From an optimization exercise on the open Yosys and OpenROAD flow, aimed at small area; shortcuts taken in it are not production practice.
Only the layout flow was run in this run; the RTL was not checked for function there.
Power and IR drop assume default switching activity.

**flow/config.mk**
```make
export PLATFORM = sky130hd
export DESIGN_NAME = systolic
export DESIGN_NICKNAME = systolic
export VERILOG_FILES = /design/flow/design.v
export SDC_FILE = /design/flow/constraint.sdc
export NUM_CORES = 4
export LEC_CHECK = 0
export CAP_MARGIN = 20
export CORE_MARGIN = 2
export CORE_UTILIZATION = 62
export GPL_TIMING_DRIVEN = 0
export PLACE_DENSITY = 0.75
export SLEW_MARGIN = 20
export SYNTH_HIERARCHICAL = 1
export SYNTH_MINIMUM_KEEP_SIZE = 0
```
**flow/standard.sh**
```bash
#!/bin/bash
# synth_recipe.tcl (not shown) runs the flow's synth.tcl, then flattens the netlist and writes it again
# the make line also repeats each setting of config.mk as NAME=value (left out here)
make -C /OpenROAD-flow-scripts/flow DESIGN_CONFIG=/design/flow/config.mk WORK_HOME=/design/flow/orfs CLKGATE_MAP_FILE= SYNTH_SCRIPT=/design/flow/synth_recipe.tcl "${@:-finish}"
```
**flow/flow/run.sh**
```bash
#!/bin/bash
# Own layout flow: the standard synthesis, then area recovery on its netlist
# (flow/downsize.py puts combinational cells that abc sized up back to drive 1;
# registers are untouched), then the standard layout from floorplan to finish,
# with a clock tree built from larger sink clusters and without dummy loads, and drive-1 port buffers.
# Each step writes its full output to its own log file in this folder.
set -euo pipefail
R=orfs/results/$FLOW_PLATFORM/systolic/base
bash standard.sh synth > synth.log 2>&1
python3 flow/downsize.py $R/1_2_yosys.v \
  $FLOW_HOME/platforms/$FLOW_PLATFORM/lib/sky130_fd_sc_hd__tt_025C_1v80.lib > downsize.log 2>&1
rm -f $R/1_synth.odb
bash standard.sh \
  CTS_ARGS="-sink_clustering_enable -repair_clock_nets -dont_use_dummy_load -sink_clustering_size 24 -sink_clustering_max_diameter 120" \
  BUFFER_PORTS_ARGS="-buffer_cell sky130_fd_sc_hd__buf_1" \
  finish > layout.log 2>&1
```
**flow/design.v**
```verilog
module mac_o15 (
    input  [7:0]  a,
    input  [7:0]  w,
    input  [23:0] p,
    output        co,    
    output [15:0] y0
);
wire one0 = w[0];
wire two0 = w[1] & ~w[0];
wire neg0 = w[1];
wire one1, two1;
benc e1 (.hi(w[3]), .mid(w[2]), .lo(w[1]), .one(one1), .two(two1));
wire neg1 = w[3];
wire one2, two2;
benc e2 (.hi(w[5]), .mid(w[4]), .lo(w[3]), .one(one2), .two(two2));
wire neg2 = w[5];
wire one3, two3;
benc e3 (.hi(w[7]), .mid(w[6]), .lo(w[5]), .one(one3), .two(two3));
wire neg3 = w[7];
wire x0_0;
bpp0 p0_0 (.one(one0), .neg(neg0), .a1(a[0]), .x(x0_0));
wire x0_1;
bpp p0_1 (.one(one0), .two(two0), .neg(neg0), .a1(a[1]), .a0(a[0]), .x(x0_1));
wire x0_2;
bpp p0_2 (.one(one0), .two(two0), .neg(neg0), .a1(a[2]), .a0(a[1]), .x(x0_2));
wire x0_3;
bpp p0_3 (.one(one0), .two(two0), .neg(neg0), .a1(a[3]), .a0(a[2]), .x(x0_3));
wire x0_4;
bpp p0_4 (.one(one0), .two(two0), .neg(neg0), .a1(a[4]), .a0(a[3]), .x(x0_4));
wire x0_5;
bpp p0_5 (.one(one0), .two(two0), .neg(neg0), .a1(a[5]), .a0(a[4]), .x(x0_5));
wire x0_6;
bpp p0_6 (.one(one0), .two(two0), .neg(neg0), .a1(a[6]), .a0(a[5]), .x(x0_6));
wire x0_7;
bpp p0_7 (.one(one0), .two(two0), .neg(neg0), .a1(a[7]), .a0(a[6]), .x(x0_7));
wire x0_8;
bpp8 p0_8 (.one(one0), .two(two0), .neg(neg0), .a1(a[7]), .x(x0_8));
wire x1_0;
bpp0 p1_0 (.one(one1), .neg(neg1), .a1(a[0]), .x(x1_0));
wire x1_1;
bpp p1_1 (.one(one1), .two(two1), .neg(neg1), .a1(a[1]), .a0(a[0]), .x(x1_1));
wire x1_2;
bpp p1_2 (.one(one1), .two(two1), .neg(neg1), .a1(a[2]), .a0(a[1]), .x(x1_2));
wire x1_3;
bpp p1_3 (.one(one1), .two(two1), .neg(neg1), .a1(a[3]), .a0(a[2]), .x(x1_3));
wire x1_4;
bpp p1_4 (.one(one1), .two(two1), .neg(neg1), .a1(a[4]), .a0(a[3]), .x(x1_4));
wire x1_5;
bpp p1_5 (.one(one1), .two(two1), .neg(neg1), .a1(a[5]), .a0(a[4]), .x(x1_5));
wire x1_6;
bpp p1_6 (.one(one1), .two(two1), .neg(neg1), .a1(a[6]), .a0(a[5]), .x(x1_6));
wire x1_7;
bpp p1_7 (.one(one1), .two(two1), .neg(neg1), .a1(a[7]), .a0(a[6]), .x(x1_7));
wire x1_8;
bpp8 p1_8 (.one(one1), .two(two1), .neg(neg1), .a1(a[7]), .x(x1_8));
wire x2_0;
bpp0 p2_0 (.one(one2), .neg(neg2), .a1(a[0]), .x(x2_0));
wire x2_1;
bpp p2_1 (.one(one2), .two(two2), .neg(neg2), .a1(a[1]), .a0(a[0]), .x(x2_1));
wire x2_2;
bpp p2_2 (.one(one2), .two(two2), .neg(neg2), .a1(a[2]), .a0(a[1]), .x(x2_2));
wire x2_3;
bpp p2_3 (.one(one2), .two(two2), .neg(neg2), .a1(a[3]), .a0(a[2]), .x(x2_3));
wire x2_4;
bpp p2_4 (.one(one2), .two(two2), .neg(neg2), .a1(a[4]), .a0(a[3]), .x(x2_4));
wire x2_5;
bpp p2_5 (.one(one2), .two(two2), .neg(neg2), .a1(a[5]), .a0(a[4]), .x(x2_5));
wire x2_6;
bpp p2_6 (.one(one2), .two(two2), .neg(neg2), .a1(a[6]), .a0(a[5]), .x(x2_6));
wire x2_7;
bpp p2_7 (.one(one2), .two(two2), .neg(neg2), .a1(a[7]), .a0(a[6]), .x(x2_7));
wire x2_8;
bpp8 p2_8 (.one(one2), .two(two2), .neg(neg2), .a1(a[7]), .x(x2_8));
wire x3_0;
bpp0 p3_0 (.one(one3), .neg(neg3), .a1(a[0]), .x(x3_0));
wire x3_1;
bpp p3_1 (.one(one3), .two(two3), .neg(neg3), .a1(a[1]), .a0(a[0]), .x(x3_1));
wire x3_2;
bpp p3_2 (.one(one3), .two(two3), .neg(neg3), .a1(a[2]), .a0(a[1]), .x(x3_2));
wire x3_3;
bpp p3_3 (.one(one3), .two(two3), .neg(neg3), .a1(a[3]), .a0(a[2]), .x(x3_3));
wire x3_4;
bpp p3_4 (.one(one3), .two(two3), .neg(neg3), .a1(a[4]), .a0(a[3]), .x(x3_4));
wire x3_5;
bpp p3_5 (.one(one3), .two(two3), .neg(neg3), .a1(a[5]), .a0(a[4]), .x(x3_5));
wire x3_6;
bpp p3_6 (.one(one3), .two(two3), .neg(neg3), .a1(a[6]), .a0(a[5]), .x(x3_6));
wire x3_7;
bpp p3_7 (.one(one3), .two(two3), .neg(neg3), .a1(a[7]), .a0(a[6]), .x(x3_7));
wire x3_8;
bpp8 p3_8 (.one(one3), .two(two3), .neg(neg3), .a1(a[7]), .x(x3_8));
wire c0;
fa u0 (.a(neg0), .b(p[0]), .ci(x0_0), .s(y0[0]), .co(c0));
wire c1;
fa u1 (.a(p[1]), .b(x0_1), .ci(c0), .s(y0[1]), .co(c1));
wire s2, c2;
fa u2 (.a(neg1), .b(p[2]), .ci(x0_2), .s(s2), .co(c2));
wire c3;
fa u3 (.a(x1_0), .b(s2), .ci(c1), .s(y0[2]), .co(c3));
wire s4, c4;
fa u4 (.a(p[3]), .b(x0_3), .ci(x1_1), .s(s4), .co(c4));
wire c5;
fa u5 (.a(c2), .b(s4), .ci(c3), .s(y0[3]), .co(c5));
wire s6, c6;
fa u6 (.a(neg2), .b(p[4]), .ci(x0_4), .s(s6), .co(c6));
wire s7, c7;
fa u7 (.a(x1_2), .b(x2_0), .ci(c4), .s(s7), .co(c7));
wire c8;
fa u8 (.a(s6), .b(s7), .ci(c5), .s(y0[4]), .co(c8));
wire s9, c9;
fa u9 (.a(p[5]), .b(x0_5), .ci(x1_3), .s(s9), .co(c9));
wire s10, c10;
fa u10 (.a(x2_1), .b(c6), .ci(s9), .s(s10), .co(c10));
wire c11;
fa u11 (.a(c7), .b(s10), .ci(c8), .s(y0[5]), .co(c11));
wire s12, c12;
fa u12 (.a(neg3), .b(p[6]), .ci(x0_6), .s(s12), .co(c12));
wire s13, c13;
fa u13 (.a(x1_4), .b(x2_2), .ci(x3_0), .s(s13), .co(c13));
wire s14, c14;
fa u14 (.a(c9), .b(s12), .ci(s13), .s(s14), .co(c14));
wire c15;
fa u15 (.a(c10), .b(s14), .ci(c11), .s(y0[6]), .co(c15));
wire s16, c16;
fa u16 (.a(p[7]), .b(x0_7), .ci(x1_5), .s(s16), .co(c16));
wire s17, c17;
fa u17 (.a(x2_3), .b(x3_1), .ci(c12), .s(s17), .co(c17));
wire s18, c18;
fa u18 (.a(c13), .b(s16), .ci(c14), .s(s18), .co(c18));
wire c19;
fa u19 (.a(s17), .b(s18), .ci(c15), .s(y0[7]), .co(c19));
wire s20, c20;
fa u20 (.a(p[8]), .b(x0_8), .ci(x1_6), .s(s20), .co(c20));
wire s21, c21;
fa u21 (.a(x2_4), .b(x3_2), .ci(c16), .s(s21), .co(c21));
wire s22, c22;
fa u22 (.a(s20), .b(c17), .ci(s21), .s(s22), .co(c22));
wire c23;
fa u23 (.a(c18), .b(s22), .ci(c19), .s(y0[8]), .co(c23));
wire s24, c24;
fa u24 (.a(p[9]), .b(x1_7), .ci(x2_5), .s(s24), .co(c24));
wire s25, c25;
fa u25 (.a(x3_3), .b(c20), .ci(s24), .s(s25), .co(c25));
wire s26, c26;
fa u26 (.a(c21), .b(s25), .ci(c22), .s(s26), .co(c26));
wire c27;
ha u27 (.a(s26), .b(c23), .s(y0[9]), .co(c27));
wire s28, c28;
fa u28 (.a(p[10]), .b(x1_8), .ci(x2_6), .s(s28), .co(c28));
wire s29, c29;
fa u29 (.a(x3_4), .b(c24), .ci(s28), .s(s29), .co(c29));
wire s30, c30;
fa u30 (.a(c25), .b(s29), .ci(c26), .s(s30), .co(c30));
wire c31;
ha u31 (.a(s30), .b(c27), .s(y0[10]), .co(c31));
wire s32, c32;
fa u32 (.a(p[11]), .b(x2_7), .ci(x3_5), .s(s32), .co(c32));
wire s33, c33;
fa u33 (.a(c28), .b(s32), .ci(c29), .s(s33), .co(c33));
wire c34;
fa u34 (.a(s33), .b(c30), .ci(c31), .s(y0[11]), .co(c34));
wire s35, c35;
fa u35 (.a(p[12]), .b(x2_8), .ci(x3_6), .s(s35), .co(c35));
wire s36, c36;
fa u36 (.a(c32), .b(s35), .ci(c33), .s(s36), .co(c36));
wire c37;
ha u37 (.a(s36), .b(c34), .s(y0[12]), .co(c37));
wire s38, c38;
fa u38 (.a(p[13]), .b(x3_7), .ci(c35), .s(s38), .co(c38));
wire c39;
fa u39 (.a(s38), .b(c36), .ci(c37), .s(y0[13]), .co(c39));
wire s40, c40;
fa u40 (.a(p[14]), .b(x3_8), .ci(c38), .s(s40), .co(c40));
wire c41;
ha u41 (.a(s40), .b(c39), .s(y0[14]), .co(c41));
fa u42 (.a(p[15]), .b(c40), .ci(c41), .s(y0[15]), .co(co));
endmodule
module mac_o19_i16 (
    input  [7:0]  a,
    input  [7:0]  w,
    input         ci,    
    input  [23:0] p,
    output        co,    
    output [19:0] y0
);
wire one0 = w[0];
wire two0 = w[1] & ~w[0];
wire neg0 = w[1];
wire one1, two1;
benc e1 (.hi(w[3]), .mid(w[2]), .lo(w[1]), .one(one1), .two(two1));
wire neg1 = w[3];
wire one2, two2;
benc e2 (.hi(w[5]), .mid(w[4]), .lo(w[3]), .one(one2), .two(two2));
wire neg2 = w[5];
wire one3, two3;
benc e3 (.hi(w[7]), .mid(w[6]), .lo(w[5]), .one(one3), .two(two3));
wire neg3 = w[7];
wire x0_0;
bpp0 p0_0 (.one(one0), .neg(neg0), .a1(a[0]), .x(x0_0));
wire x0_1;
bpp p0_1 (.one(one0), .two(two0), .neg(neg0), .a1(a[1]), .a0(a[0]), .x(x0_1));
wire x0_2;
bpp p0_2 (.one(one0), .two(two0), .neg(neg0), .a1(a[2]), .a0(a[1]), .x(x0_2));
wire x0_3;
bpp p0_3 (.one(one0), .two(two0), .neg(neg0), .a1(a[3]), .a0(a[2]), .x(x0_3));
wire x0_4;
bpp p0_4 (.one(one0), .two(two0), .neg(neg0), .a1(a[4]), .a0(a[3]), .x(x0_4));
wire x0_5;
bpp p0_5 (.one(one0), .two(two0), .neg(neg0), .a1(a[5]), .a0(a[4]), .x(x0_5));
wire x0_6;
bpp p0_6 (.one(one0), .two(two0), .neg(neg0), .a1(a[6]), .a0(a[5]), .x(x0_6));
wire x0_7;
bpp p0_7 (.one(one0), .two(two0), .neg(neg0), .a1(a[7]), .a0(a[6]), .x(x0_7));
wire x0_8;
bpp8 p0_8 (.one(one0), .two(two0), .neg(neg0), .a1(a[7]), .x(x0_8));
wire x1_0;
bpp0 p1_0 (.one(one1), .neg(neg1), .a1(a[0]), .x(x1_0));
wire x1_1;
bpp p1_1 (.one(one1), .two(two1), .neg(neg1), .a1(a[1]), .a0(a[0]), .x(x1_1));
wire x1_2;
bpp p1_2 (.one(one1), .two(two1), .neg(neg1), .a1(a[2]), .a0(a[1]), .x(x1_2));
wire x1_3;
bpp p1_3 (.one(one1), .two(two1), .neg(neg1), .a1(a[3]), .a0(a[2]), .x(x1_3));
wire x1_4;
bpp p1_4 (.one(one1), .two(two1), .neg(neg1), .a1(a[4]), .a0(a[3]), .x(x1_4));
wire x1_5;
bpp p1_5 (.one(one1), .two(two1), .neg(neg1), .a1(a[5]), .a0(a[4]), .x(x1_5));
wire x1_6;
bpp p1_6 (.one(one1), .two(two1), .neg(neg1), .a1(a[6]), .a0(a[5]), .x(x1_6));
wire x1_7;
bpp p1_7 (.one(one1), .two(two1), .neg(neg1), .a1(a[7]), .a0(a[6]), .x(x1_7));
wire x1_8;
bpp8 p1_8 (.one(one1), .two(two1), .neg(neg1), .a1(a[7]), .x(x1_8));
wire x2_0;
bpp0 p2_0 (.one(one2), .neg(neg2), .a1(a[0]), .x(x2_0));
wire x2_1;
bpp p2_1 (.one(one2), .two(two2), .neg(neg2), .a1(a[1]), .a0(a[0]), .x(x2_1));
wire x2_2;
bpp p2_2 (.one(one2), .two(two2), .neg(neg2), .a1(a[2]), .a0(a[1]), .x(x2_2));
wire x2_3;
bpp p2_3 (.one(one2), .two(two2), .neg(neg2), .a1(a[3]), .a0(a[2]), .x(x2_3));
wire x2_4;
bpp p2_4 (.one(one2), .two(two2), .neg(neg2), .a1(a[4]), .a0(a[3]), .x(x2_4));
wire x2_5;
bpp p2_5 (.one(one2), .two(two2), .neg(neg2), .a1(a[5]), .a0(a[4]), .x(x2_5));
wire x2_6;
bpp p2_6 (.one(one2), .two(two2), .neg(neg2), .a1(a[6]), .a0(a[5]), .x(x2_6));
wire x2_7;
bpp p2_7 (.one(one2), .two(two2), .neg(neg2), .a1(a[7]), .a0(a[6]), .x(x2_7));
wire x2_8;
bpp8 p2_8 (.one(one2), .two(two2), .neg(neg2), .a1(a[7]), .x(x2_8));
wire x3_0;
bpp0 p3_0 (.one(one3), .neg(neg3), .a1(a[0]), .x(x3_0));
wire x3_1;
bpp p3_1 (.one(one3), .two(two3), .neg(neg3), .a1(a[1]), .a0(a[0]), .x(x3_1));
wire x3_2;
bpp p3_2 (.one(one3), .two(two3), .neg(neg3), .a1(a[2]), .a0(a[1]), .x(x3_2));
wire x3_3;
bpp p3_3 (.one(one3), .two(two3), .neg(neg3), .a1(a[3]), .a0(a[2]), .x(x3_3));
wire x3_4;
bpp p3_4 (.one(one3), .two(two3), .neg(neg3), .a1(a[4]), .a0(a[3]), .x(x3_4));
wire x3_5;
bpp p3_5 (.one(one3), .two(two3), .neg(neg3), .a1(a[5]), .a0(a[4]), .x(x3_5));
wire x3_6;
bpp p3_6 (.one(one3), .two(two3), .neg(neg3), .a1(a[6]), .a0(a[5]), .x(x3_6));
wire x3_7;
bpp p3_7 (.one(one3), .two(two3), .neg(neg3), .a1(a[7]), .a0(a[6]), .x(x3_7));
wire x3_8;
bpp8 p3_8 (.one(one3), .two(two3), .neg(neg3), .a1(a[7]), .x(x3_8));
wire c0;
fa u0 (.a(neg0), .b(p[0]), .ci(x0_0), .s(y0[0]), .co(c0));
wire c1;
fa u1 (.a(p[1]), .b(x0_1), .ci(c0), .s(y0[1]), .co(c1));
wire s2, c2;
fa u2 (.a(neg1), .b(p[2]), .ci(x0_2), .s(s2), .co(c2));
wire c3;
fa u3 (.a(x1_0), .b(s2), .ci(c1), .s(y0[2]), .co(c3));
wire s4, c4;
fa u4 (.a(p[3]), .b(x0_3), .ci(x1_1), .s(s4), .co(c4));
wire c5;
fa u5 (.a(c2), .b(s4), .ci(c3), .s(y0[3]), .co(c5));
wire s6, c6;
fa u6 (.a(neg2), .b(p[4]), .ci(x0_4), .s(s6), .co(c6));
wire s7, c7;
fa u7 (.a(x1_2), .b(x2_0), .ci(c4), .s(s7), .co(c7));
wire c8;
fa u8 (.a(s6), .b(s7), .ci(c5), .s(y0[4]), .co(c8));
wire s9, c9;
fa u9 (.a(p[5]), .b(x0_5), .ci(x1_3), .s(s9), .co(c9));
wire s10, c10;
fa u10 (.a(x2_1), .b(c6), .ci(s9), .s(s10), .co(c10));
wire c11;
fa u11 (.a(c7), .b(s10), .ci(c8), .s(y0[5]), .co(c11));
wire s12, c12;
fa u12 (.a(neg3), .b(p[6]), .ci(x0_6), .s(s12), .co(c12));
wire s13, c13;
fa u13 (.a(x1_4), .b(x2_2), .ci(x3_0), .s(s13), .co(c13));
wire s14, c14;
fa u14 (.a(c9), .b(s12), .ci(s13), .s(s14), .co(c14));
wire c15;
fa u15 (.a(c10), .b(s14), .ci(c11), .s(y0[6]), .co(c15));
wire s16, c16;
fa u16 (.a(p[7]), .b(x0_7), .ci(x1_5), .s(s16), .co(c16));
wire s17, c17;
fa u17 (.a(x2_3), .b(x3_1), .ci(c12), .s(s17), .co(c17));
wire s18, c18;
fa u18 (.a(c13), .b(s16), .ci(c14), .s(s18), .co(c18));
wire c19;
fa u19 (.a(s17), .b(s18), .ci(c15), .s(y0[7]), .co(c19));
wire s20, c20;
fa u20 (.a(p[8]), .b(x0_8), .ci(x1_6), .s(s20), .co(c20));
wire s21, c21;
fa u21 (.a(x2_4), .b(x3_2), .ci(c16), .s(s21), .co(c21));
wire s22, c22;
fa u22 (.a(s20), .b(c17), .ci(s21), .s(s22), .co(c22));
wire c23;
fa u23 (.a(c18), .b(s22), .ci(c19), .s(y0[8]), .co(c23));
wire s24, c24;
fa u24 (.a(p[9]), .b(x1_7), .ci(x2_5), .s(s24), .co(c24));
wire s25, c25;
fa u25 (.a(x3_3), .b(c20), .ci(s24), .s(s25), .co(c25));
wire s26, c26;
fa u26 (.a(c21), .b(s25), .ci(c22), .s(s26), .co(c26));
wire c27;
ha u27 (.a(s26), .b(c23), .s(y0[9]), .co(c27));
wire s28, c28;
fa u28 (.a(p[10]), .b(x1_8), .ci(x2_6), .s(s28), .co(c28));
wire s29, c29;
fa u29 (.a(x3_4), .b(c24), .ci(s28), .s(s29), .co(c29));
wire s30, c30;
fa u30 (.a(c25), .b(s29), .ci(c26), .s(s30), .co(c30));
wire c31;
ha u31 (.a(s30), .b(c27), .s(y0[10]), .co(c31));
wire s32, c32;
fa u32 (.a(p[11]), .b(x2_7), .ci(x3_5), .s(s32), .co(c32));
wire s33, c33;
fa u33 (.a(c28), .b(s32), .ci(c29), .s(s33), .co(c33));
wire c34;
fa u34 (.a(s33), .b(c30), .ci(c31), .s(y0[11]), .co(c34));
wire s35, c35;
fa u35 (.a(p[12]), .b(x2_8), .ci(x3_6), .s(s35), .co(c35));
wire s36, c36;
fa u36 (.a(c32), .b(s35), .ci(c33), .s(s36), .co(c36));
wire c37;
ha u37 (.a(s36), .b(c34), .s(y0[12]), .co(c37));
wire s38, c38;
fa u38 (.a(p[13]), .b(x3_7), .ci(c35), .s(s38), .co(c38));
wire c39;
fa u39 (.a(s38), .b(c36), .ci(c37), .s(y0[13]), .co(c39));
wire s40, c40;
fa u40 (.a(p[14]), .b(x3_8), .ci(c38), .s(s40), .co(c40));
wire c41;
ha u41 (.a(s40), .b(c39), .s(y0[14]), .co(c41));
wire c42;
fa u42 (.a(p[15]), .b(c40), .ci(c41), .s(y0[15]), .co(c42));
wire c43;
fa u43 (.a(p[16]), .b(ci), .ci(c42), .s(y0[16]), .co(c43));
wire c44;
ha u44 (.a(p[17]), .b(c43), .s(y0[17]), .co(c44));
wire c45;
ha u45 (.a(p[18]), .b(c44), .s(y0[18]), .co(c45));
ha u46 (.a(p[19]), .b(c45), .s(y0[19]), .co(co));
endmodule
module mac_o15_i20 (
    input  [7:0]  a,
    input  [7:0]  w,
    input         ci,    
    input  [23:0] p,
    output        co,    
    output [15:0] y0,
    output [23:20] y1
);
wire one0 = w[0];
wire two0 = w[1] & ~w[0];
wire neg0 = w[1];
wire one1, two1;
benc e1 (.hi(w[3]), .mid(w[2]), .lo(w[1]), .one(one1), .two(two1));
wire neg1 = w[3];
wire one2, two2;
benc e2 (.hi(w[5]), .mid(w[4]), .lo(w[3]), .one(one2), .two(two2));
wire neg2 = w[5];
wire one3, two3;
benc e3 (.hi(w[7]), .mid(w[6]), .lo(w[5]), .one(one3), .two(two3));
wire neg3 = w[7];
wire x0_0;
bpp0 p0_0 (.one(one0), .neg(neg0), .a1(a[0]), .x(x0_0));
wire x0_1;
bpp p0_1 (.one(one0), .two(two0), .neg(neg0), .a1(a[1]), .a0(a[0]), .x(x0_1));
wire x0_2;
bpp p0_2 (.one(one0), .two(two0), .neg(neg0), .a1(a[2]), .a0(a[1]), .x(x0_2));
wire x0_3;
bpp p0_3 (.one(one0), .two(two0), .neg(neg0), .a1(a[3]), .a0(a[2]), .x(x0_3));
wire x0_4;
bpp p0_4 (.one(one0), .two(two0), .neg(neg0), .a1(a[4]), .a0(a[3]), .x(x0_4));
wire x0_5;
bpp p0_5 (.one(one0), .two(two0), .neg(neg0), .a1(a[5]), .a0(a[4]), .x(x0_5));
wire x0_6;
bpp p0_6 (.one(one0), .two(two0), .neg(neg0), .a1(a[6]), .a0(a[5]), .x(x0_6));
wire x0_7;
bpp p0_7 (.one(one0), .two(two0), .neg(neg0), .a1(a[7]), .a0(a[6]), .x(x0_7));
wire x0_8;
bpp8 p0_8 (.one(one0), .two(two0), .neg(neg0), .a1(a[7]), .x(x0_8));
wire x1_0;
bpp0 p1_0 (.one(one1), .neg(neg1), .a1(a[0]), .x(x1_0));
wire x1_1;
bpp p1_1 (.one(one1), .two(two1), .neg(neg1), .a1(a[1]), .a0(a[0]), .x(x1_1));
wire x1_2;
bpp p1_2 (.one(one1), .two(two1), .neg(neg1), .a1(a[2]), .a0(a[1]), .x(x1_2));
wire x1_3;
bpp p1_3 (.one(one1), .two(two1), .neg(neg1), .a1(a[3]), .a0(a[2]), .x(x1_3));
wire x1_4;
bpp p1_4 (.one(one1), .two(two1), .neg(neg1), .a1(a[4]), .a0(a[3]), .x(x1_4));
wire x1_5;
bpp p1_5 (.one(one1), .two(two1), .neg(neg1), .a1(a[5]), .a0(a[4]), .x(x1_5));
wire x1_6;
bpp p1_6 (.one(one1), .two(two1), .neg(neg1), .a1(a[6]), .a0(a[5]), .x(x1_6));
wire x1_7;
bpp p1_7 (.one(one1), .two(two1), .neg(neg1), .a1(a[7]), .a0(a[6]), .x(x1_7));
wire x1_8;
bpp8 p1_8 (.one(one1), .two(two1), .neg(neg1), .a1(a[7]), .x(x1_8));
wire x2_0;
bpp0 p2_0 (.one(one2), .neg(neg2), .a1(a[0]), .x(x2_0));
wire x2_1;
bpp p2_1 (.one(one2), .two(two2), .neg(neg2), .a1(a[1]), .a0(a[0]), .x(x2_1));
wire x2_2;
bpp p2_2 (.one(one2), .two(two2), .neg(neg2), .a1(a[2]), .a0(a[1]), .x(x2_2));
wire x2_3;
bpp p2_3 (.one(one2), .two(two2), .neg(neg2), .a1(a[3]), .a0(a[2]), .x(x2_3));
wire x2_4;
bpp p2_4 (.one(one2), .two(two2), .neg(neg2), .a1(a[4]), .a0(a[3]), .x(x2_4));
wire x2_5;
bpp p2_5 (.one(one2), .two(two2), .neg(neg2), .a1(a[5]), .a0(a[4]), .x(x2_5));
wire x2_6;
bpp p2_6 (.one(one2), .two(two2), .neg(neg2), .a1(a[6]), .a0(a[5]), .x(x2_6));
wire x2_7;
bpp p2_7 (.one(one2), .two(two2), .neg(neg2), .a1(a[7]), .a0(a[6]), .x(x2_7));
wire x2_8;
bpp8 p2_8 (.one(one2), .two(two2), .neg(neg2), .a1(a[7]), .x(x2_8));
wire x3_0;
bpp0 p3_0 (.one(one3), .neg(neg3), .a1(a[0]), .x(x3_0));
wire x3_1;
bpp p3_1 (.one(one3), .two(two3), .neg(neg3), .a1(a[1]), .a0(a[0]), .x(x3_1));
wire x3_2;
bpp p3_2 (.one(one3), .two(two3), .neg(neg3), .a1(a[2]), .a0(a[1]), .x(x3_2));
wire x3_3;
bpp p3_3 (.one(one3), .two(two3), .neg(neg3), .a1(a[3]), .a0(a[2]), .x(x3_3));
wire x3_4;
bpp p3_4 (.one(one3), .two(two3), .neg(neg3), .a1(a[4]), .a0(a[3]), .x(x3_4));
wire x3_5;
bpp p3_5 (.one(one3), .two(two3), .neg(neg3), .a1(a[5]), .a0(a[4]), .x(x3_5));
wire x3_6;
bpp p3_6 (.one(one3), .two(two3), .neg(neg3), .a1(a[6]), .a0(a[5]), .x(x3_6));
wire x3_7;
bpp p3_7 (.one(one3), .two(two3), .neg(neg3), .a1(a[7]), .a0(a[6]), .x(x3_7));
wire x3_8;
bpp8 p3_8 (.one(one3), .two(two3), .neg(neg3), .a1(a[7]), .x(x3_8));
wire c0;
fa u0 (.a(neg0), .b(p[0]), .ci(x0_0), .s(y0[0]), .co(c0));
wire c1;
fa u1 (.a(p[1]), .b(x0_1), .ci(c0), .s(y0[1]), .co(c1));
wire s2, c2;
fa u2 (.a(neg1), .b(p[2]), .ci(x0_2), .s(s2), .co(c2));
wire c3;
fa u3 (.a(x1_0), .b(s2), .ci(c1), .s(y0[2]), .co(c3));
wire s4, c4;
fa u4 (.a(p[3]), .b(x0_3), .ci(x1_1), .s(s4), .co(c4));
wire c5;
fa u5 (.a(c2), .b(s4), .ci(c3), .s(y0[3]), .co(c5));
wire s6, c6;
fa u6 (.a(neg2), .b(p[4]), .ci(x0_4), .s(s6), .co(c6));
wire s7, c7;
fa u7 (.a(x1_2), .b(x2_0), .ci(c4), .s(s7), .co(c7));
wire c8;
fa u8 (.a(s6), .b(s7), .ci(c5), .s(y0[4]), .co(c8));
wire s9, c9;
fa u9 (.a(p[5]), .b(x0_5), .ci(x1_3), .s(s9), .co(c9));
wire s10, c10;
fa u10 (.a(x2_1), .b(c6), .ci(s9), .s(s10), .co(c10));
wire c11;
fa u11 (.a(c7), .b(s10), .ci(c8), .s(y0[5]), .co(c11));
wire s12, c12;
fa u12 (.a(neg3), .b(p[6]), .ci(x0_6), .s(s12), .co(c12));
wire s13, c13;
fa u13 (.a(x1_4), .b(x2_2), .ci(x3_0), .s(s13), .co(c13));
wire s14, c14;
fa u14 (.a(c9), .b(s12), .ci(s13), .s(s14), .co(c14));
wire c15;
fa u15 (.a(c10), .b(s14), .ci(c11), .s(y0[6]), .co(c15));
wire s16, c16;
fa u16 (.a(p[7]), .b(x0_7), .ci(x1_5), .s(s16), .co(c16));
wire s17, c17;
fa u17 (.a(x2_3), .b(x3_1), .ci(c12), .s(s17), .co(c17));
wire s18, c18;
fa u18 (.a(c13), .b(s16), .ci(c14), .s(s18), .co(c18));
wire c19;
fa u19 (.a(s17), .b(s18), .ci(c15), .s(y0[7]), .co(c19));
wire s20, c20;
fa u20 (.a(p[8]), .b(x0_8), .ci(x1_6), .s(s20), .co(c20));
wire s21, c21;
fa u21 (.a(x2_4), .b(x3_2), .ci(c16), .s(s21), .co(c21));
wire s22, c22;
fa u22 (.a(s20), .b(c17), .ci(s21), .s(s22), .co(c22));
wire c23;
fa u23 (.a(c18), .b(s22), .ci(c19), .s(y0[8]), .co(c23));
wire s24, c24;
fa u24 (.a(p[9]), .b(x1_7), .ci(x2_5), .s(s24), .co(c24));
wire s25, c25;
fa u25 (.a(x3_3), .b(c20), .ci(s24), .s(s25), .co(c25));
wire s26, c26;
fa u26 (.a(c21), .b(s25), .ci(c22), .s(s26), .co(c26));
wire c27;
ha u27 (.a(s26), .b(c23), .s(y0[9]), .co(c27));
wire s28, c28;
fa u28 (.a(p[10]), .b(x1_8), .ci(x2_6), .s(s28), .co(c28));
wire s29, c29;
fa u29 (.a(x3_4), .b(c24), .ci(s28), .s(s29), .co(c29));
wire s30, c30;
fa u30 (.a(c25), .b(s29), .ci(c26), .s(s30), .co(c30));
wire c31;
ha u31 (.a(s30), .b(c27), .s(y0[10]), .co(c31));
wire s32, c32;
fa u32 (.a(p[11]), .b(x2_7), .ci(x3_5), .s(s32), .co(c32));
wire s33, c33;
fa u33 (.a(c28), .b(s32), .ci(c29), .s(s33), .co(c33));
wire c34;
fa u34 (.a(s33), .b(c30), .ci(c31), .s(y0[11]), .co(c34));
wire s35, c35;
fa u35 (.a(p[12]), .b(x2_8), .ci(x3_6), .s(s35), .co(c35));
wire s36, c36;
fa u36 (.a(c32), .b(s35), .ci(c33), .s(s36), .co(c36));
wire c37;
ha u37 (.a(s36), .b(c34), .s(y0[12]), .co(c37));
wire s38, c38;
fa u38 (.a(p[13]), .b(x3_7), .ci(c35), .s(s38), .co(c38));
wire c39;
fa u39 (.a(s38), .b(c36), .ci(c37), .s(y0[13]), .co(c39));
wire s40, c40;
fa u40 (.a(p[14]), .b(x3_8), .ci(c38), .s(s40), .co(c40));
wire c41;
ha u41 (.a(s40), .b(c39), .s(y0[14]), .co(c41));
fa u42 (.a(p[15]), .b(c40), .ci(c41), .s(y0[15]), .co(co));
wire c43;
ha u43 (.a(p[20]), .b(ci), .s(y1[20]), .co(c43));
wire c44;
ha u44 (.a(p[21]), .b(c43), .s(y1[21]), .co(c44));
wire c45;
ha u45 (.a(p[22]), .b(c44), .s(y1[22]), .co(c45));
wire s46 = p[23] ^ c45;
assign y1[23] = s46;   
endmodule
module mac_i16_k (
    input  [7:0]  a,
    input  [7:0]  w,
    input         ci,    
    input  [23:0] p,
    output [23:0] y0
);
wire one0 = w[0];
wire two0 = w[1] & ~w[0];
wire neg0 = w[1];
wire one1, two1;
benc e1 (.hi(w[3]), .mid(w[2]), .lo(w[1]), .one(one1), .two(two1));
wire neg1 = w[3];
wire one2, two2;
benc e2 (.hi(w[5]), .mid(w[4]), .lo(w[3]), .one(one2), .two(two2));
wire neg2 = w[5];
wire one3, two3;
benc e3 (.hi(w[7]), .mid(w[6]), .lo(w[5]), .one(one3), .two(two3));
wire neg3 = w[7];
wire x0_0;
bpp0 p0_0 (.one(one0), .neg(neg0), .a1(a[0]), .x(x0_0));
wire x0_1;
bpp p0_1 (.one(one0), .two(two0), .neg(neg0), .a1(a[1]), .a0(a[0]), .x(x0_1));
wire x0_2;
bpp p0_2 (.one(one0), .two(two0), .neg(neg0), .a1(a[2]), .a0(a[1]), .x(x0_2));
wire x0_3;
bpp p0_3 (.one(one0), .two(two0), .neg(neg0), .a1(a[3]), .a0(a[2]), .x(x0_3));
wire x0_4;
bpp p0_4 (.one(one0), .two(two0), .neg(neg0), .a1(a[4]), .a0(a[3]), .x(x0_4));
wire x0_5;
bpp p0_5 (.one(one0), .two(two0), .neg(neg0), .a1(a[5]), .a0(a[4]), .x(x0_5));
wire x0_6;
bpp p0_6 (.one(one0), .two(two0), .neg(neg0), .a1(a[6]), .a0(a[5]), .x(x0_6));
wire x0_7;
bpp p0_7 (.one(one0), .two(two0), .neg(neg0), .a1(a[7]), .a0(a[6]), .x(x0_7));
wire x0_8;
bpp8 p0_8 (.one(one0), .two(two0), .neg(neg0), .a1(a[7]), .x(x0_8));
wire x1_0;
bpp0 p1_0 (.one(one1), .neg(neg1), .a1(a[0]), .x(x1_0));
wire x1_1;
bpp p1_1 (.one(one1), .two(two1), .neg(neg1), .a1(a[1]), .a0(a[0]), .x(x1_1));
wire x1_2;
bpp p1_2 (.one(one1), .two(two1), .neg(neg1), .a1(a[2]), .a0(a[1]), .x(x1_2));
wire x1_3;
bpp p1_3 (.one(one1), .two(two1), .neg(neg1), .a1(a[3]), .a0(a[2]), .x(x1_3));
wire x1_4;
bpp p1_4 (.one(one1), .two(two1), .neg(neg1), .a1(a[4]), .a0(a[3]), .x(x1_4));
wire x1_5;
bpp p1_5 (.one(one1), .two(two1), .neg(neg1), .a1(a[5]), .a0(a[4]), .x(x1_5));
wire x1_6;
bpp p1_6 (.one(one1), .two(two1), .neg(neg1), .a1(a[6]), .a0(a[5]), .x(x1_6));
wire x1_7;
bpp p1_7 (.one(one1), .two(two1), .neg(neg1), .a1(a[7]), .a0(a[6]), .x(x1_7));
wire x1_8;
bpp8 p1_8 (.one(one1), .two(two1), .neg(neg1), .a1(a[7]), .x(x1_8));
wire x2_0;
bpp0 p2_0 (.one(one2), .neg(neg2), .a1(a[0]), .x(x2_0));
wire x2_1;
bpp p2_1 (.one(one2), .two(two2), .neg(neg2), .a1(a[1]), .a0(a[0]), .x(x2_1));
wire x2_2;
bpp p2_2 (.one(one2), .two(two2), .neg(neg2), .a1(a[2]), .a0(a[1]), .x(x2_2));
wire x2_3;
bpp p2_3 (.one(one2), .two(two2), .neg(neg2), .a1(a[3]), .a0(a[2]), .x(x2_3));
wire x2_4;
bpp p2_4 (.one(one2), .two(two2), .neg(neg2), .a1(a[4]), .a0(a[3]), .x(x2_4));
wire x2_5;
bpp p2_5 (.one(one2), .two(two2), .neg(neg2), .a1(a[5]), .a0(a[4]), .x(x2_5));
wire x2_6;
bpp p2_6 (.one(one2), .two(two2), .neg(neg2), .a1(a[6]), .a0(a[5]), .x(x2_6));
wire x2_7;
bpp p2_7 (.one(one2), .two(two2), .neg(neg2), .a1(a[7]), .a0(a[6]), .x(x2_7));
wire x2_8;
bpp8 p2_8 (.one(one2), .two(two2), .neg(neg2), .a1(a[7]), .x(x2_8));
wire x3_0;
bpp0 p3_0 (.one(one3), .neg(neg3), .a1(a[0]), .x(x3_0));
wire x3_1;
bpp p3_1 (.one(one3), .two(two3), .neg(neg3), .a1(a[1]), .a0(a[0]), .x(x3_1));
wire x3_2;
bpp p3_2 (.one(one3), .two(two3), .neg(neg3), .a1(a[2]), .a0(a[1]), .x(x3_2));
wire x3_3;
bpp p3_3 (.one(one3), .two(two3), .neg(neg3), .a1(a[3]), .a0(a[2]), .x(x3_3));
wire x3_4;
bpp p3_4 (.one(one3), .two(two3), .neg(neg3), .a1(a[4]), .a0(a[3]), .x(x3_4));
wire x3_5;
bpp p3_5 (.one(one3), .two(two3), .neg(neg3), .a1(a[5]), .a0(a[4]), .x(x3_5));
wire x3_6;
bpp p3_6 (.one(one3), .two(two3), .neg(neg3), .a1(a[6]), .a0(a[5]), .x(x3_6));
wire x3_7;
bpp p3_7 (.one(one3), .two(two3), .neg(neg3), .a1(a[7]), .a0(a[6]), .x(x3_7));
wire x3_8;
bpp8 p3_8 (.one(one3), .two(two3), .neg(neg3), .a1(a[7]), .x(x3_8));
wire c0;
fa u0 (.a(neg0), .b(p[0]), .ci(x0_0), .s(y0[0]), .co(c0));
wire c1;
fa u1 (.a(p[1]), .b(x0_1), .ci(c0), .s(y0[1]), .co(c1));
wire s2, c2;
fa u2 (.a(neg1), .b(p[2]), .ci(x0_2), .s(s2), .co(c2));
wire c3;
fa u3 (.a(x1_0), .b(s2), .ci(c1), .s(y0[2]), .co(c3));
wire s4, c4;
fa u4 (.a(p[3]), .b(x0_3), .ci(x1_1), .s(s4), .co(c4));
wire c5;
fa u5 (.a(c2), .b(s4), .ci(c3), .s(y0[3]), .co(c5));
wire s6, c6;
fa u6 (.a(neg2), .b(p[4]), .ci(x0_4), .s(s6), .co(c6));
wire s7, c7;
fa u7 (.a(x1_2), .b(x2_0), .ci(c4), .s(s7), .co(c7));
wire c8;
fa u8 (.a(s6), .b(s7), .ci(c5), .s(y0[4]), .co(c8));
wire s9, c9;
fa u9 (.a(p[5]), .b(x0_5), .ci(x1_3), .s(s9), .co(c9));
wire s10, c10;
fa u10 (.a(x2_1), .b(c6), .ci(s9), .s(s10), .co(c10));
wire c11;
fa u11 (.a(c7), .b(s10), .ci(c8), .s(y0[5]), .co(c11));
wire s12, c12;
fa u12 (.a(neg3), .b(p[6]), .ci(x0_6), .s(s12), .co(c12));
wire s13, c13;
fa u13 (.a(x1_4), .b(x2_2), .ci(x3_0), .s(s13), .co(c13));
wire s14, c14;
fa u14 (.a(c9), .b(s12), .ci(s13), .s(s14), .co(c14));
wire c15;
fa u15 (.a(c10), .b(s14), .ci(c11), .s(y0[6]), .co(c15));
wire s16, c16;
fa u16 (.a(p[7]), .b(x0_7), .ci(x1_5), .s(s16), .co(c16));
wire s17, c17;
fa u17 (.a(x2_3), .b(x3_1), .ci(c12), .s(s17), .co(c17));
wire s18, c18;
fa u18 (.a(c13), .b(s16), .ci(c14), .s(s18), .co(c18));
wire c19;
fa u19 (.a(s17), .b(s18), .ci(c15), .s(y0[7]), .co(c19));
wire s20, c20;
fa u20 (.a(p[8]), .b(x0_8), .ci(x1_6), .s(s20), .co(c20));
wire s21, c21;
fa u21 (.a(x2_4), .b(x3_2), .ci(c16), .s(s21), .co(c21));
wire s22, c22;
fa u22 (.a(s20), .b(c17), .ci(s21), .s(s22), .co(c22));
wire c23;
fa u23 (.a(c18), .b(s22), .ci(c19), .s(y0[8]), .co(c23));
wire s24, c24;
fa u24 (.a(p[9]), .b(x1_7), .ci(x2_5), .s(s24), .co(c24));
wire s25, c25;
fa u25 (.a(x3_3), .b(c20), .ci(s24), .s(s25), .co(c25));
wire s26, c26;
fa u26 (.a(c21), .b(s25), .ci(c22), .s(s26), .co(c26));
wire c27;
ha u27 (.a(s26), .b(c23), .s(y0[9]), .co(c27));
wire s28, c28;
fa u28 (.a(p[10]), .b(x1_8), .ci(x2_6), .s(s28), .co(c28));
wire s29, c29;
fa u29 (.a(x3_4), .b(c24), .ci(s28), .s(s29), .co(c29));
wire s30, c30;
fa u30 (.a(c25), .b(s29), .ci(c26), .s(s30), .co(c30));
wire c31;
ha u31 (.a(s30), .b(c27), .s(y0[10]), .co(c31));
wire s32 = ~(p[11] ^ x2_7);
wire c32 = p[11] | x2_7;
wire s33, c33;
fa u33 (.a(x3_5), .b(s32), .ci(c28), .s(s33), .co(c33));
wire s34, c34;
fa u34 (.a(c29), .b(s33), .ci(c30), .s(s34), .co(c34));
wire c35;
ha u35 (.a(s34), .b(c31), .s(y0[11]), .co(c35));
wire s36 = ~(p[12] ^ x2_8);
wire c36 = p[12] | x2_8;
wire s37, c37;
fa u37 (.a(x3_6), .b(c32), .ci(s36), .s(s37), .co(c37));
wire s38, c38;
fa u38 (.a(s37), .b(c33), .ci(c34), .s(s38), .co(c38));
wire c39;
ha u39 (.a(s38), .b(c35), .s(y0[12]), .co(c39));
wire s40, c40;
fa u40 (.a(p[13]), .b(x3_7), .ci(c36), .s(s40), .co(c40));
wire s41, c41;
fa u41 (.a(c37), .b(s40), .ci(c38), .s(s41), .co(c41));
wire c42;
ha u42 (.a(s41), .b(c39), .s(y0[13]), .co(c42));
wire s43 = ~(p[14] ^ x3_8);
wire c43 = p[14] | x3_8;
wire s44, c44;
fa u44 (.a(s43), .b(c40), .ci(c41), .s(s44), .co(c44));
wire c45;
ha u45 (.a(s44), .b(c42), .s(y0[14]), .co(c45));
wire s46, c46;
fa u46 (.a(p[15]), .b(c43), .ci(c44), .s(s46), .co(c46));
wire c47;
ha u47 (.a(s46), .b(c45), .s(y0[15]), .co(c47));
wire s48 = ~(p[16] ^ ci);
wire c48 = p[16] | ci;
wire c49;
fa u49 (.a(s48), .b(c46), .ci(c47), .s(y0[16]), .co(c49));
wire c50;
fa u50 (.a(p[17]), .b(c48), .ci(c49), .s(y0[17]), .co(c50));
wire s51 = ~(p[18] ^ c50);
wire c51 = p[18] | c50;
assign y0[18] = s51;   
wire s52 = ~(p[19] ^ c51);
wire c52 = p[19] | c51;
assign y0[19] = s52;   
wire s53 = ~(p[20] ^ c52);
wire c53 = p[20] | c52;
assign y0[20] = s53;   
wire s54 = ~(p[21] ^ c53);
wire c54 = p[21] | c53;
assign y0[21] = s54;   
wire s55 = ~(p[22] ^ c54);
wire c55 = p[22] | c54;
assign y0[22] = s55;   
wire s56 = ~(p[23] ^ c55);
wire c56 = p[23] | c55;
assign y0[23] = s56;   
endmodule
module fa (input a, input b, input ci, output s, output co);
assign s = a ^ b ^ ci;
assign co = (a & b) | (a & ci) | (b & ci);
endmodule
module ha (input a, input b, output s, output co);
assign s = a ^ b;
assign co = a & b;
endmodule
module benc (input hi, input mid, input lo, output one, output two);
assign one = mid ^ lo;
assign two = (hi & ~mid & ~lo) | (~hi & mid & lo);
endmodule
module bpp (input one, input two, input neg, input a1, input a0, output x);
assign x = ((one & a1) | (two & a0)) ^ neg;
endmodule
module bpp0 (input one, input neg, input a1, output x);
assign x = (one & a1) ^ neg;
endmodule
module bpp8 (input one, input two, input neg, input a1, output x);
assign x = ~(((one | two) & a1) ^ neg);
endmodule
module systolic(
    input CLK,
    input [8*8-1:0] i_Data_I_In,
    input [4*8-1:0] i_Data_W_In,
    input [4-1:0] i_EN_W_In,
    input [3-1:0] i_EN_ID_In,
    input [4*24-1:0] i_Psum_In,
    output [4*24-1:0] o_Psum_Out,
    input  [4*16-1:0] i_Addr_P_In,
    input  [4*1-1:0] i_Valid_P_In,
    output [4*16-1:0] o_Addr_P_Out,
    output [4*1-1:0] o_Valid_P_Out
);
reg [8*8*3-1:0]  i_q;     
reg [8*7*4-1:0]  w_q;     
reg [7*4-1:0]    e_q;     
reg [3*7-1:0]    id_q;    
reg [8*8*4-1:0]  wb_q;    
reg [24*8*4-1:0] p_q;     
reg [16*8*4-1:0] a_q;     
reg [8*4-1:0]    v_q;     
reg [8*4-1:0]    d_q;     
genvar c, r;
generate
    for (r = 0; r < 8 - 1; r = r + 1) begin : idp
        if (r == 0) begin : g0
            always @(posedge CLK) id_q[2:0] <= i_EN_ID_In;
        end else begin : gn
            always @(posedge CLK) id_q[3*r +: 3] <= id_q[3*(r-1) +: 3];
        end
    end
    for (c = 0; c < 4; c = c + 1) begin : col
        for (r = 0; r < 8; r = r + 1) begin : row
            wire [7:0]  a_in;
            wire [7:0]  w_in;
            wire        e_in;
            wire [2:0]  id_in;
            wire [23:0] p_in;
            wire [15:0] ad_in;
            wire        v_in;
            wire [23:0] sum;
            if (c == 0) begin : g_a0
                assign a_in = i_Data_I_In[8*r +: 8];
            end else begin : g_an
                assign a_in = i_q[8*(8*(c-1)+r) +: 8];
            end
            if (r == 0) begin : g_r0
                assign w_in  = i_Data_W_In[8*c +: 8];
                assign e_in  = i_EN_W_In[c];
                assign id_in = i_EN_ID_In;
                assign p_in  = i_Psum_In[24*c +: 24];
                assign ad_in = i_Addr_P_In[16*c +: 16];
                assign v_in  = i_Valid_P_In[c];
            end else begin : g_rn
                assign w_in  = w_q[8*(7*c+r-1) +: 8];
                assign e_in  = e_q[7*c+r-1];
                assign id_in = id_q[3*(r-1) +: 3];
                assign p_in  = p_q[24*(8*c+r-1) +: 24];
                assign ad_in = a_q[16*(8*c+r-1) +: 16];
                assign v_in  = v_q[8*c+r-1];
            end
            if (r == 0) begin : g_m0
                wire co;
                mac_o15 u_mac (.a(a_in), .w(wb_q[8*(8*c+r) +: 8]), .p(p_in), .co(co), .y0(sum[15:0]));
                always @(posedge CLK) d_q[8*c+r] <= co;
                assign sum[23:16] = p_in[23:16];
            end
            if (r == 1) begin : g_m1
                wire co;
                mac_o19_i16 u_mac (.a(a_in), .w(wb_q[8*(8*c+r) +: 8]), .p(p_in), .ci(d_q[8*c+r-1]), .co(co), .y0(sum[19:0]));
                always @(posedge CLK) d_q[8*c+r] <= co;
                assign sum[23:20] = p_in[23:20];
            end
            if (r == 2) begin : g_m2
                wire co;
                mac_o15_i20 u_mac (.a(a_in), .w(wb_q[8*(8*c+r) +: 8]), .p(p_in), .ci(d_q[8*c+r-1]), .co(co), .y0(sum[15:0]), .y1(sum[23:20]));
                always @(posedge CLK) d_q[8*c+r] <= co;
                assign sum[19:16] = p_in[19:16];
            end
            if (r == 3) begin : g_m3
                wire co;
                mac_o19_i16 u_mac (.a(a_in), .w(wb_q[8*(8*c+r) +: 8]), .p(p_in), .ci(d_q[8*c+r-1]), .co(co), .y0(sum[19:0]));
                always @(posedge CLK) d_q[8*c+r] <= co;
                assign sum[23:20] = p_in[23:20];
            end
            if (r == 4) begin : g_m4
                wire co;
                mac_o15_i20 u_mac (.a(a_in), .w(wb_q[8*(8*c+r) +: 8]), .p(p_in), .ci(d_q[8*c+r-1]), .co(co), .y0(sum[15:0]), .y1(sum[23:20]));
                always @(posedge CLK) d_q[8*c+r] <= co;
                assign sum[19:16] = p_in[19:16];
            end
            if (r == 5) begin : g_m5
                wire co;
                mac_o19_i16 u_mac (.a(a_in), .w(wb_q[8*(8*c+r) +: 8]), .p(p_in), .ci(d_q[8*c+r-1]), .co(co), .y0(sum[19:0]));
                always @(posedge CLK) d_q[8*c+r] <= co;
                assign sum[23:20] = p_in[23:20];
            end
            if (r == 6) begin : g_m6
                wire co;
                mac_o15_i20 u_mac (.a(a_in), .w(wb_q[8*(8*c+r) +: 8]), .p(p_in), .ci(d_q[8*c+r-1]), .co(co), .y0(sum[15:0]), .y1(sum[23:20]));
                always @(posedge CLK) d_q[8*c+r] <= co;
                assign sum[19:16] = p_in[19:16];
            end
            if (r == 7) begin : g_m7
                mac_i16_k u_mac (.a(a_in), .w(wb_q[8*(8*c+r) +: 8]), .p(p_in), .ci(d_q[8*c+r-1]), .y0(sum[23:0]));
            end
            if (r < 8 - 1) begin : g_wp
                always @(posedge CLK) begin
                    w_q[8*(7*c+r) +: 8] <= w_in;
                    e_q[7*c+r] <= e_in;
                end
            end
            if (c < 4 - 1) begin : g_i
                always @(posedge CLK) i_q[8*(8*c+r) +: 8] <= a_in;
            end
            always @(posedge CLK) begin
                if (e_in && (id_in == r))
                    wb_q[8*(8*c+r) +: 8] <= w_in;
                p_q[24*(8*c+r) +: 24] <= sum;
                a_q[16*(8*c+r) +: 16] <= ad_in;
                v_q[8*c+r] <= v_in;
            end
        end
        assign o_Psum_Out[24*c +: 24]  = p_q[24*(8*c+7) +: 24];
        assign o_Addr_P_Out[16*c +: 16] = a_q[16*(8*c+7) +: 16];
        assign o_Valid_P_Out[c]         = v_q[8*c+7];
    end
endgenerate
endmodule
```
**flow/flow/downsize.py**
```python
#!/usr/bin/env python3
"""Area recovery on the synthesised netlist: every combinational cell that abc
sized up (drive strength 2 or more) goes back to its drive-1 variant when the
library has one.  Flip-flops, buffers and adder cells are left as they are; the
layout's own repair steps size cells up again where timing needs it."""
import re
import sys

net, lib = sys.argv[1], sys.argv[2]
cells = set(re.findall(r'cell\s*\(\s*"?(sky130_fd_sc_hd__\w+?)"?\s*\)', open(lib).read()))
keep = re.compile(r"sky130_fd_sc_hd__(df|edf|sdf|dl|buf|clk|fa_|ha_|conb|tap|fill|decap|diode)")
text = open(net).read()
count = {}


def sub(m):
    name = m.group(0)
    if keep.match(name):
        return name
    base, drive = m.group(1), m.group(2)
    small = f"{base}_1"
    if drive not in ("1", "0") and small in cells:
        count[name] = count.get(name, 0) + 1
        return small
    return name


text = re.sub(r"\b(sky130_fd_sc_hd__\w+?)_(\d+)\b", sub, text)
open(net, "w").write(text)
for k, v in sorted(count.items()):
    print(f"{k} -> _1: {v}")
```
**flow/constraint.sdc**
```tcl
create_clock -name core_clock -period 8.0 [get_ports {CLK}]
set_input_delay 1.6000 -clock core_clock [delete_from_list [all_inputs] [get_ports {CLK}]]
set_output_delay 1.6000 -clock core_clock [all_outputs]
set_load 0.01 [all_outputs]
```
==> run summary <==
==> worst paths after layout <==
check,endpoint,depth (start not counted)
min reg2reg,a_q[479],0
max reg2reg,p_q[427],23
max,p_q[91],22
min,a_q[479],0
==> flip-flops by register name (all words and copies together), names as in the netlist <==
register  count
wb_q        256
v_q          32
w_q         224
p_q         768
e_q          28
d_q          28
i_q         192
id_q         21
a_q         512
==> worst reg2reg max path, stage by stage (launching register included) <==
cell and delay, ps:
edfxtp_1 410, buf_4 200, buf_4 180, xnor2_1 150
fa_1 390, fa_1 390, fa_1 390, fa_1 420
fa_1 410, fa_1 410, fa_1 400, fa_1 390
fa_1 380, ha_1 190, ha_1 190, fa_1 370
ha_1 200, fa_1 370, ha_1 210, fa_1 380
fa_2 480, ha_1 270, ha_1 190, ha_1 260
==> metal layers <==
metal  vias to the layer above  share of wire [%]  global-route usage [%]
met5                         -                  0                       0
met4                         0                1.8                   4.304
met3                       188                5.0                   3.096
met2                      1274                 48                   37.10
met1                     25150                 45                   30.70
li1                      23500                  -                       -
==> per-stage QoR <==
step           power [mW]  setup slack [ps]  utilization (%)  cells  area, um^2
4_1_cts             36.05             3.551            66.91   9156      101400
2_1_floorplan       25.77            -32.39                -   6549       94430
3_5_place_dp        30.71            -955.9            65.10   9015       98660
6_report            35.27             124.8            67.38   9229      102100
3_3_place_gp        30.12            -893.8            65.05   9010       98590
5_1_grt             39.36            -14.18            67.37   9226      102100
==> report_power, final <==
group	total, mW	switching, mW	internal [mW]
Sequential	14.7	1.43	13.3
Clock	5.05	2.93	2.12
Combinational	15.5	7.90	7.61
==> cell type report <==
cell class | count | area, um^2
flip-flops and latches | 2061 | 43820
inverters | 108 | 405.4
fillers | 11000 | 49440
well taps | 2030 | 2540
repair buffers | 549 | 2512
plain buffers | 100 | 750.7
multi-input cells | 4280 | 49680
clock buffers | 95 | 2377
diodes | 6 | 15.01
==> timing repair <==
item | CTS | global route
gates resized for setup | 6 | 55
setup buffers | 46 | 67
setup endpoints to repair | 26 | 47
pin swaps | 0 | 2
==> qor.yml <==
cp-start-kind: "input port"
fp-row-count: 143
period_share_pct: 98.44
crit_path_end_kind: "flop"
wl_per_cell_um: 18.41
via_per_inst: 5.429
syn2layout_area_growth_pct: 8.164
worst_r2r_startpoint: "wb_q[137]"
ant_nets: 0
io_buffers: 431
core_um2: 151500
fmax_mhz: 127.0
netlist_area_um2: 94400
cts-root-buf: "clkbuf_16"
critPathKind: "in2reg"
numCtsBuffers: 95
avgSynthCellArea_um2: 14.41
clock_path_buffers: 3
skew_ps: 69.97
finalSetupViolations: 0
path_cells: "buf_1 > a22oi_1 > xnor2_1 > fa_1 > fa_1 > fa_1 > fa_1 > fa_1 > fa_2 > fa_2 > fa_1 > ha_1 > ha_1 > fa_1 > ha_1 > fa_1 > ha_1 > fa_1 > fa_1 > ha_1 > ha_1 > ha_1"
crit_top_cell: "fa_1"
final_common_cell: "dfxtp_1"
clk_pin_slew_ps: 90
grt_usage_pct: 21.98
ir_worst_vdd_v: 0.0002167
slew_violations: 0
grt_pass1_wl_um: 276900
status: "timing/DRC/antenna clean"
hp-class: "reg2reg"
die_y_um: 394.2
mostFrequentLayoutCells: "dfxtp_1 (1803), fa_1 (1242), xnor2_1 (1024), a22oi_1 (896), buf_1 (418)"
grt_max_degree: 25
power_density_nw_per_um2: 345.4
max_slew_margin_pct: 42.06
min_from: "a_q[463]"
hold_viol: 0
io_pins: 432
die_area_um2: 155400
drt_iter0_markers: 2505
setup_tns_ps: 0
start_util_pct: 62.29
crit_path_start: "i_Data_I_In[26]"
p_leak_nw: 38.59
period_needed_ps: 7875
yosysWarnings: 7
worst_hold_slack_ps: 291.3
cp_max_fo: 9
cp.arrival_ps: 8440
slowest_delay_ps: 460
postSynthCellCount: 6549
drive_gt1_share_pct: 5.339
cts_tree: "built"
path_buf_inv: 1
cts_hold_buf: 0
cts.htree.levels: 3
gp_congestion: 0.8885
drt-total-wl_um: 169900
cpMaxStageDelayCell: "fa_1"
critPathTopFamily: "adder cells"
r2r_slack_ps: 240
drc: 0
cap_violations: 0
tightest_slew_ps: 866.2
insertion_delay_ps: 760
nets: 8975
die_w_um: 394.2
drt-pass1-iter-count: 6
grt_overflow: 0
grt_pass1_vias: 52940
antenna_found_initial: 4
syn_nets: 8329
dp_hpwl_um: 134200
clock_sinks: 2061
via_count: 50110
cp_data_required_time_ps: 8560

## separate check: timing with driven ports
How much do the figures lean on ideal ports? The routed layout below was timed once more, with nothing changed but the port constraints. Step 1 (the two cells are an assumption about what drives the block):
set clk [get_ports {CLK}]
set_driving_cell -lib_cell sky130_fd_sc_hd__clkbuf_16 $clk
set_driving_cell -lib_cell sky130_fd_sc_hd__buf_2 [delete_from_list [all_inputs] $clk]
Step 2 adds t to the input delays and takes it off the output delays; t is the mean of the earliest and latest rising clock arrival at the registers after step 1. Input paths then give back, and output paths get back, about the clock's delay inside the block. Three values: no drivers, after step 1, after step 2; two values: the first two.
t, ns: 0.795
setup WS [ns]: 0.125 / 0.133 / -0.663
worst setup path at the end: input to register
Met with ideal ports but missed after step 2: setup timing in this run. The setup slack of this run moves by +0.008 ns with the drivers and by -0.788 ns with both steps.
